Context: an optimization exercise on an open-source flow, tuned for small area. The choices shown serve that exercise and are no tape-out recipe.
Function was checked by simulation only, so behaviour that the tests miss may differ from the original.
Power is estimated from default activity; no workload was simulated.

// fpadd_top
module fpadd_top (
    input  wire        clk,
    input  wire [31:0] a,
    input  wire [31:0] b,
    output reg  [31:0] y
);
clock: 11.0 ns
lec_check: 0
cap_margin: 20
core_margin: 2
core_utilization: 55
cts_buf_list: sky130_fd_sc_hd__clkbuf_4 sky130_fd_sc_hd__clkbuf_8
setup_slack_margin: -0.4
slew_margin: 20
standard.sh (not shown) runs the stock make flow with config.mk's settings and CLKGATE_MAP_FILE= SYNTH_SCRIPT=/design/flow/synth_recipe.tcl, a recipe that flattens the netlist after the stock synthesis.
==> flow/flow/run.sh <==
#!/bin/bash
# Own layout flow: the standard ORFS flow (standard.sh), with these changes:
#  - synthesis is ORFS's synth.tcl run through synth_recipe.tcl as usual (same passes, registers,
#    flattening and renaming), except that the combinational logic is mapped with the
#    area-oriented ABC script flow/area.abc, without the Kogge-Stone adder map and without
#    full-adder extraction, and (flow/abc_dont_use.txt) without the non-inverting AND-OR cells,
#    which leaves ABC's area mapper with better choices;
#  - port buffers use sky130_fd_sc_hd__buf_1;
#  - flow/extra.mk adds make variables (one NAME=value per line), e.g. the CTS arguments;
#  - everything else (floorplan, tapcells, PDN, placement, CTS, routing) is the standard flow.
# All tool output goes to flow_make.log here and to ORFS's own logs under orfs/logs.
set -euo pipefail
W=$(pwd)
FLOWDIR=$W/flow
# synthesis script: ORFS synth.tcl with the abc call using our script
# cells that ABC alone may not map to (flow/abc_dont_use.txt, one per line); the rest of the
# flow may still use them
XDU=""
if [[ -f "$FLOWDIR/abc_dont_use.txt" ]]; then
  for c in $(grep -v '^#' "$FLOWDIR/abc_dont_use.txt"); do XDU="$XDU -dont_use $c"; done
fi
sed -e "s|log_cmd abc {\*}\$abc_args|log_cmd abc {*}[lreplace \$abc_args 1 1 $FLOWDIR/area.abc]$XDU|" \
  "$FLOW_HOME/scripts/synth.tcl" > "$W/own_synth_core.tcl"
grep -q "$FLOWDIR/area.abc" "$W/own_synth_core.tcl"
sed -e "s|source \$::env(SCRIPTS_DIR)/synth.tcl|source $W/own_synth_core.tcl|" \
  "$W/synth_recipe.tcl" > "$W/own_synth.tcl"
grep -q own_synth_core "$W/own_synth.tcl"
# further make variables, one NAME=value per line
EXTRA=()
if [[ -f "$FLOWDIR/extra.mk" ]]; then mapfile -t EXTRA < <(grep -v '^#' "$FLOWDIR/extra.mk" | grep .); fi
bash "$W/standard.sh" SYNTH_SCRIPT="$W/own_synth.tcl" ADDER_MAP_FILE= \
  SYNTH_OPERATIONS_ARGS="-noshare" BUFFER_PORTS_ARGS="-buffer_cell sky130_fd_sc_hd__buf_1" \
  "${EXTRA[@]}" finish > "$W/flow_make.log" 2>&1
==> flow/flow/abc_dont_use.txt <==
sky130_fd_sc_hd__a2111o_1
sky130_fd_sc_hd__a2111o_2
sky130_fd_sc_hd__a2111o_4
sky130_fd_sc_hd__a211o_1
sky130_fd_sc_hd__a211o_2
sky130_fd_sc_hd__a211o_4
sky130_fd_sc_hd__a21bo_1
sky130_fd_sc_hd__a21bo_2
sky130_fd_sc_hd__a21bo_4
sky130_fd_sc_hd__a21o_1
sky130_fd_sc_hd__a21o_2
sky130_fd_sc_hd__a21o_4
sky130_fd_sc_hd__a221o_1
sky130_fd_sc_hd__a221o_2
sky130_fd_sc_hd__a221o_4
sky130_fd_sc_hd__a22o_1
sky130_fd_sc_hd__a22o_2
sky130_fd_sc_hd__a22o_4
sky130_fd_sc_hd__a2bb2o_1
sky130_fd_sc_hd__a2bb2o_2
sky130_fd_sc_hd__a2bb2o_4
sky130_fd_sc_hd__a311o_1
sky130_fd_sc_hd__a311o_2
sky130_fd_sc_hd__a311o_4
sky130_fd_sc_hd__a31o_1
sky130_fd_sc_hd__a31o_2
sky130_fd_sc_hd__a31o_4
sky130_fd_sc_hd__a32o_1
sky130_fd_sc_hd__a32o_2
sky130_fd_sc_hd__a32o_4
sky130_fd_sc_hd__a41o_1
sky130_fd_sc_hd__a41o_2
sky130_fd_sc_hd__a41o_4
sky130_fd_sc_hd__and2_0
sky130_fd_sc_hd__and2_1
sky130_fd_sc_hd__and2_2
sky130_fd_sc_hd__and2_4
sky130_fd_sc_hd__and2b_1
sky130_fd_sc_hd__and2b_2
sky130_fd_sc_hd__and2b_4
sky130_fd_sc_hd__and3_1
sky130_fd_sc_hd__and3_2
sky130_fd_sc_hd__and3_4
sky130_fd_sc_hd__and3b_1
sky130_fd_sc_hd__and3b_2
sky130_fd_sc_hd__and3b_4
sky130_fd_sc_hd__and4_1
sky130_fd_sc_hd__and4_2
sky130_fd_sc_hd__and4_4
sky130_fd_sc_hd__and4b_1
sky130_fd_sc_hd__and4b_2
sky130_fd_sc_hd__and4b_4
sky130_fd_sc_hd__o2111a_1
sky130_fd_sc_hd__o2111a_2
sky130_fd_sc_hd__o2111a_4
sky130_fd_sc_hd__o211a_1
sky130_fd_sc_hd__o211a_2
sky130_fd_sc_hd__o211a_4
sky130_fd_sc_hd__o21a_1
sky130_fd_sc_hd__o21a_2
sky130_fd_sc_hd__o21a_4
sky130_fd_sc_hd__o21ba_1
sky130_fd_sc_hd__o21ba_2
sky130_fd_sc_hd__o21ba_4
sky130_fd_sc_hd__o221a_1
sky130_fd_sc_hd__o221a_2
sky130_fd_sc_hd__o221a_4
sky130_fd_sc_hd__o22a_1
sky130_fd_sc_hd__o22a_2
sky130_fd_sc_hd__o22a_4
sky130_fd_sc_hd__o2bb2a_1
sky130_fd_sc_hd__o2bb2a_2
sky130_fd_sc_hd__o2bb2a_4
sky130_fd_sc_hd__o311a_1
sky130_fd_sc_hd__o311a_2
sky130_fd_sc_hd__o311a_4
sky130_fd_sc_hd__o31a_1
sky130_fd_sc_hd__o31a_2
sky130_fd_sc_hd__o31a_4
sky130_fd_sc_hd__o32a_1
sky130_fd_sc_hd__o32a_2
sky130_fd_sc_hd__o32a_4
sky130_fd_sc_hd__o41a_1
sky130_fd_sc_hd__o41a_2
sky130_fd_sc_hd__o41a_4
sky130_fd_sc_hd__or2_0
sky130_fd_sc_hd__or2_1
sky130_fd_sc_hd__or2_2
sky130_fd_sc_hd__or2_4
sky130_fd_sc_hd__or2b_1
sky130_fd_sc_hd__or2b_2
sky130_fd_sc_hd__or2b_4
sky130_fd_sc_hd__or3_1
sky130_fd_sc_hd__or3_2
sky130_fd_sc_hd__or3_4
sky130_fd_sc_hd__or3b_1
sky130_fd_sc_hd__or3b_2
sky130_fd_sc_hd__or3b_4
sky130_fd_sc_hd__or4_1
sky130_fd_sc_hd__or4_2
sky130_fd_sc_hd__or4_4
sky130_fd_sc_hd__or4b_1
sky130_fd_sc_hd__or4b_2
sky130_fd_sc_hd__or4b_4
==> flow/flow/area.abc <==
strash
ifraig
dch
amap
topo
stime -c
buffer -c
upsize -D 9000
dnsize -D 9000
Other scripts of this flow, unchanged in this note and not shown: flow/flow/extra.mk
Then changed:
--- a/flow/flow/abc_dont_use.txt
+++ b/flow/flow/abc_dont_use.txt
@@ -104 +104,7 @@
 sky130_fd_sc_hd__or4b_4
+sky130_fd_sc_hd__nand3_1
+sky130_fd_sc_hd__nand3_2
+sky130_fd_sc_hd__nand3_4
+sky130_fd_sc_hd__nor3_1
+sky130_fd_sc_hd__nor3_2
+sky130_fd_sc_hd__nor3_4
==> flow/flow/area.abc (replaced) <==
strash
ifraig
dch
amap
topo
stime -c
buffer -c
upsize -D 8000
dnsize -D 8000
The changed run completed without violations.
Wire length fell slightly.
Setup slack degrades by 190 ps.
Area after synthesis is about the same.
Cell area fell slightly.
Non-clock buffer count fell by 4.
Total power barely changes.
Clock-buffer cell count stays the same.
Sequential cell count does not change.
Via count fell slightly.
Fmax fell slightly.
Then changed:
--- a/flow/flow/abc_dont_use.txt
+++ b/flow/flow/abc_dont_use.txt
@@ -104,7 +104 @@
 sky130_fd_sc_hd__or4b_4
-sky130_fd_sc_hd__nand3_1
-sky130_fd_sc_hd__nand3_2
-sky130_fd_sc_hd__nand3_4
-sky130_fd_sc_hd__nor3_1
-sky130_fd_sc_hd__nor3_2
-sky130_fd_sc_hd__nor3_4
TNS_END_PERCENT = 0   (was default)
The new run ran to the end with no violations.
Utilization drops by 0.74 points.
Wire length went up by 5.4%.
Clock-buffer cell count is unchanged.
Total power hardly moves.
Clock skew stays flat.
Design area barely changes.
Worst setup slack is better by 130 ps.
Die area increases by 2.7%.

-- static timing again, ports no longer ideal --
The flow's constraints put no driver on any port. The routed layouts listed below were extracted and timed again, unchanged, in two steps. Step 1 sets driving cells, clkbuf_16 on the clock port and buf_2 on the other inputs (assumed; they add their load-dependent delay and slew). Step 2 moves the port delays by t, midway between the first and last clock arrival at a register: inputs arrive t later, outputs are due t later. That takes back most of the time a late clock gives input paths. Three values: ideal, step 1, step 2; two values: the first two.
run | t (ns) | slack for setup (ns) | worst setup path at the end | cell pins on the clock port's net
the first run | 0.406 | 0.899 / 0.899 / 0.899 | register to register | 1
the second run | 0.407 | 0.713 / 0.713 / 0.713 | register to register | 1
the third run | 0.417 | 0.841 / 0.841 / 0.841 | register to register | 1
After both steps every run listed still meets setup and hold.
